Background: an optimization exercise with open tools, aiming at a short achievable clock period and few clock cycles. Do not read the settings as production practice.
RTL that was checked went through simulation tests only; none was proved equivalent to the original.
No activity file was given, so power comes from the tool's default toggle rates.

== run 1 ==
Design cpu_sys, start of the top module:
module cpu_sys (
  input  wire        clk,
  input  wire        rst,          
  input  wire [15:0] carnet,       
  input  wire [15:0] rom_data,     
  output wire [11:0] contador,     
  output wire        equal,        
  output wire        halted,       
  output wire        st_valid,     
  output wire [7:0]  st_addr,      
  output wire [7:0]  st_data       
);
Size in the first run: about 8600 cells after synthesis, roughly 2100 flip-flops, about 0.089 mm2 of cells after synthesis.
make LEC_CHECK=0 CAP_MARGIN=20 CORE_MARGIN=2 CORE_UTILIZATION=40 PLACE_DENSITY=0.6 SLEW_MARGIN=20 finish   # period 5.0 ns
run.sh (not shown) runs the stock make flow with config.mk's settings and CLKGATE_MAP_FILE= SYNTH_SCRIPT=/design/flow/synth_recipe.tcl, a recipe that flattens the netlist after the stock synthesis.
Run 1 went all the way through synthesis, placement and routing and the layout is clean on timing, DRC and antenna.
Edits applied to the flow inputs when going from run 1 to run 2:
Settings: SETUP_SLACK_MARGIN: unset -> 2.6; ABC_CLOCK_PERIOD_IN_PS: unset -> 2400.
Results
- Summary of the comparison: global-route usage is higher in run 2, relative to run 1.
- Maximum number of pins on one net before global-route repair: run 2 lower than run 1
- Initial antenna violation count: run 2 < run 1
- Status: synthesized area parity (run 1, run 2)
- Looking at worst setup slack before clock tree synthesis, run 2 sits 0.17 ns lower than run 1 does.
- Relative to run 1, overall power of the completed layout has increased by 1.2% in run 2.
- Last element of the critical path = u_cpu.contador[10]: run 2; last element of the critical path = u_cpu.contador[7]: run 1
- Diff run 1..run 2 | cell area reported after detailed placement | negligible
No run of this note included a check of the RTL's function; only the layout flow was run.

The RTL this note starts from:
==> flow/design.v <==
module cpu (
  input  wire        clk,
  input  wire        rst,
  input  wire [15:0] rom_data,
  output reg  [11:0] contador,
  output wire        ram_we,
  output wire [7:0]  ram_waddr,
  output wire [7:0]  ram_wdata,
  output wire [5:0]  ram_rline,
  input  wire [31:0] ram_rdata,
  output reg         equal,
  output reg         halted,
  output reg         st_valid,
  output reg  [7:0]  st_addr,
  output reg  [7:0]  st_data
);
  localparam OP_LOAD  = 4'b0011;
  localparam OP_STORE = 4'b0100;
  localparam OP_ADD   = 4'b1001;
  localparam OP_SUB   = 4'b1010;
  localparam OP_OR    = 4'b0001;
  localparam OP_AND   = 4'b0010;
  localparam OP_EQUAL = 4'b0101;
  reg  [7:0] regA, regB;
  reg        x_lA, x_lB, x_store, x_add, x_sub, x_or, x_and, x_keep;
  reg        x_r;
  reg  [7:0] x_ad;
  reg [31:0] x_line;
  reg  [4:0] x_src;       
  reg  [4:0] x_lAs;       
  reg  [4:0] x_lBs;       
  reg  [7:0] x_fdata;
  wire [3:0] f_op  = rom_data[15:12];
  wire       f_r   = rom_data[11];
  wire [7:0] f_ad  = rom_data[7:0];
  wire       f_ok  = ~halted;
  wire       f_load  = (f_op == OP_LOAD);
  wire       f_store = (f_op == OP_STORE);
  wire       f_add   = (f_op == OP_ADD);
  wire       f_sub   = (f_op == OP_SUB);
  wire       f_or    = (f_op == OP_OR);
  wire       f_and   = (f_op == OP_AND);
  wire       f_equal = (f_op == OP_EQUAL);
  wire [7:0] wdata = x_r ? regB : regA;
  wire       f_fwd = x_store && (x_ad == f_ad);
  wire [4:0] f_src = f_fwd ? 5'b10000 : {1'b0, 4'b0001 << f_ad[1:0]};
  wire [7:0] w0 = x_line[7:0];
  wire [7:0] w1 = x_line[15:8];
  wire [7:0] w2 = x_line[23:16];
  wire [7:0] w3 = x_line[31:24];
  wire [7:0] ld = ({8{x_src[0]}} & w0) | ({8{x_src[1]}} & w1) |
                  ({8{x_src[2]}} & w2) | ({8{x_src[3]}} & w3) |
                  ({8{x_src[4]}} & x_fdata);
  wire [4:0] eqA = {x_fdata == regA, w3 == regA, w2 == regA, w1 == regA, w0 == regA};
  wire [4:0] eqB = {x_fdata == regB, w3 == regB, w2 == regB, w1 == regB, w0 == regB};
  wire next_eq = (|(x_lAs & eqB)) |
                 (|(x_lBs & eqA)) |
                 ((x_add | x_sub) & (regB == 8'd0)) |
                 (x_or    & ((regB & ~regA) == 8'd0)) |
                 (x_and   & ((regA & ~regB) == 8'd0)) |
                 (x_keep  & (regA == regB));
  wire f_eq_ok  = f_ok & f_equal;
  wire halt_now = f_eq_ok & next_eq;
  wire [11:0] c_run = halted ? contador : contador + 12'd1;
  wire [7:0] sum, diff;
  add8 u_add (.a(regA), .b(regB),  .cin(1'b0), .s(sum));
  add8 u_sub (.a(regA), .b(~regB), .cin(1'b1), .s(diff));
  wire       x_holdB = ~(x_lB | x_add | x_sub | x_or | x_and);
  assign ram_we    = x_store;
  assign ram_waddr = x_ad;
  assign ram_wdata = wdata;
  assign ram_rline = f_ad[7:2];
  always @(posedge clk) begin
    if (rst) begin
      contador <= 12'd0;
      halted   <= 1'b0;
      equal    <= 1'b0;
      x_lA     <= 1'b0;
      x_lAs    <= 5'd0;
      x_lBs    <= 5'd0;
      x_lB     <= 1'b0;
      x_store  <= 1'b0;
      x_add    <= 1'b0;
      x_sub    <= 1'b0;
      x_or     <= 1'b0;
      x_and    <= 1'b0;
      x_keep   <= 1'b1;
      st_valid <= 1'b0;
      regA     <= 8'd0;
      regB     <= 8'd0;
    end else begin
      if (!halt_now)
        contador <= c_run;
      if (f_eq_ok)
        equal <= next_eq;
      if (halt_now)
        halted <= 1'b1;
      x_lA    <= f_ok & f_load & ~f_r;
      x_lAs   <= {5{f_ok & f_load & ~f_r}} & f_src;
      x_lBs   <= {5{f_ok & f_load &  f_r}} & f_src;
      x_lB    <= f_ok & f_load &  f_r;
      x_store <= f_ok & f_store;
      x_add   <= f_ok & f_add;
      x_sub   <= f_ok & f_sub;
      x_or    <= f_ok & f_or;
      x_and   <= f_ok & f_and;
      x_keep  <= ~(f_ok & (f_load | f_add | f_sub | f_or | f_and));
      st_valid <= x_store;
      if (x_lA) regA <= ld;
      regB <= ({8{x_lB}}  & ld)   |
              ({8{x_add}} & sum)  |
              ({8{x_sub}} & diff) |
              ({8{x_or}}  & (regA | regB)) |
              ({8{x_and}} & (regA & regB)) |
              ({8{x_holdB}} & regB);
    end
  end
  always @(posedge clk) begin
    x_r     <= f_r;
    x_ad    <= f_ad;
    x_line  <= ram_rdata;
    x_src   <= f_src;
    x_fdata <= wdata;
    st_addr <= x_ad;
    st_data <= wdata;
  end
endmodule
module add8 (
  input  wire [7:0] a,
  input  wire [7:0] b,
  input  wire       cin,
  output wire [7:0] s
);
  wire [7:0] p = a ^ b;
  wire [7:0] g0 = a & b;
  wire [7:0] gA = {g0[7:1], g0[0] | (p[0] & cin)};
  wire [7:0] pA = p;
  wire [7:0] gB = {gA[7:1] | (pA[7:1] & gA[6:0]), gA[0]};
  wire [7:0] pB = {pA[7:1] & pA[6:0], pA[0]};
  wire [7:0] gC = {gB[7:2] | (pB[7:2] & gB[5:0]), gB[1:0]};
  wire [7:0] pC = {pB[7:2] & pB[5:0], pB[1:0]};
  wire [7:0] gD = {gC[7:4] | (pC[7:4] & gC[3:0]), gC[3:0]};
  wire [7:0] c = {gD[6:0], cin};
  assign s = p ^ c;
endmodule
module ram (
  input  wire        clk,
  input  wire        rst_q,
  input  wire [15:0] carnet,
  input  wire        we,
  input  wire [7:0]  waddr,
  input  wire [7:0]  wdata,
  input  wire [5:0]  rline,
  output wire [31:0] rdata       
);
  reg [2047:0] mem;
  genvar i, j;
  generate
    for (i = 0; i < 256; i = i + 1) begin : g_word
      wire [7:0] init = (i == 0) ? {4'b0000, carnet[15:12]} :
                        (i == 1) ? {4'b0000, carnet[11:8]}  :
                        (i == 2) ? {4'b0000, carnet[7:4]}   :
                        (i == 3) ? {4'b0000, carnet[3:0]}   : 8'd0;
      always @(posedge clk) begin
        if (rst_q)
          mem[i*8 +: 8] <= init;
        else if (we && waddr == i)
          mem[i*8 +: 8] <= wdata;
      end
    end
  endgenerate
  wire [7:0] hi = 8'd1 << rline[5:3];
  wire [7:0] lo = 8'd1 << rline[2:0];
  wire [31:0] grp [0:7];
  wire [31:0] acc [0:8];
  assign acc[0] = 32'd0;
  generate
    for (i = 0; i < 8; i = i + 1) begin : g_hi
      wire [31:0] part [0:8];
      assign part[0] = 32'd0;
      for (j = 0; j < 8; j = j + 1) begin : g_lo
        assign part[j+1] = part[j] | ({32{lo[j]}} & mem[(i*8+j)*32 +: 32]);
      end
      assign grp[i]   = part[8];
      assign acc[i+1] = acc[i] | ({32{hi[i]}} & grp[i]);
    end
  endgenerate
  assign rdata = acc[8];
endmodule
module cpu_sys (
  input  wire        clk,
  input  wire        rst,          
  input  wire [15:0] carnet,       
  input  wire [15:0] rom_data,     
  output wire [11:0] contador,     
  output wire        equal,        
  output wire        halted,       
  output wire        st_valid,     
  output wire [7:0]  st_addr,      
  output wire [7:0]  st_data       
);
  wire        ram_we;
  wire [7:0]  ram_waddr, ram_wdata;
  wire [5:0]  ram_rline;
  wire [31:0] ram_rdata;
  reg rst_q;
  always @(posedge clk) rst_q <= rst;
  cpu u_cpu (
    .clk(clk), .rst(rst), .rom_data(rom_data), .contador(contador),
    .ram_we(ram_we), .ram_waddr(ram_waddr), .ram_wdata(ram_wdata),
    .ram_rline(ram_rline), .ram_rdata(ram_rdata),
    .equal(equal), .halted(halted),
    .st_valid(st_valid), .st_addr(st_addr), .st_data(st_data)
  );
  ram u_ram (
    .clk(clk), .rst_q(rst_q), .carnet(carnet),
    .we(ram_we), .waddr(ram_waddr), .wdata(ram_wdata),
    .rline(ram_rline), .rdata(ram_rdata)
  );
endmodule
clock: 5.0 ns
lec_check: 0
abc_clock_period_in_ps: 800
cap_margin: 20
core_margin: 2
core_utilization: 40
place_density: 0.6
setup_slack_margin: 3.0
slew_margin: 20
Testbench counts at the start, summed over its fixed seeds: cycles 13,928.
Rerun with:
--- a/flow/config.mk
+++ b/flow/config.mk
@@ -8 +8 @@
-export ABC_CLOCK_PERIOD_IN_PS = 800
+export ABC_CLOCK_PERIOD_IN_PS = 1200
=>
- The changed run ran to the end with no violations
- fmax stays the same
- core utilization stays the same
- sequential power stays flat
- non-clock buffer count is unchanged
- setup slack does not change
- worst hold slack is unchanged
- clock power hardly moves
- register-to-register slack hardly moves
- final area does not change
- cell count stays the same

-- afterwards: timing with drivers on the ports --
In the flow no input, the clock included, has a driving cell. The finished layouts below were timed again as built, in two steps. Step 1, drivers: a clkbuf_16 drives clk and a buf_2 each remaining input, both assumed. Step 2, shift: input delay + t, output delay - t, t = (earliest + latest rising clock arrival at the registers) / 2. This alone moves slack from input paths to output paths. a / b / c = ideal / step 1 / step 2; a / b = the first two.
run	t (ns)	setup WS [ns]	hold WS [ns]	worst setup path at the end
run 1	0.940	0.975 / 0.975 / 0.975	0.475 / 0.475 / 0.475	register to register
run 2	0.936	2.032 / 2.032 / 1.312	0.425 / 0.425 / 0.425	input to register
the first run of note 2	0.938	2.582 / 2.551 / 1.742	0.324 / 0.330 / 0.485	input to register
the second run of note 2	0.938	2.582 / 2.551 / 1.742	0.324 / 0.330 / 0.485	input to register
After both steps every run listed still meets setup and hold.
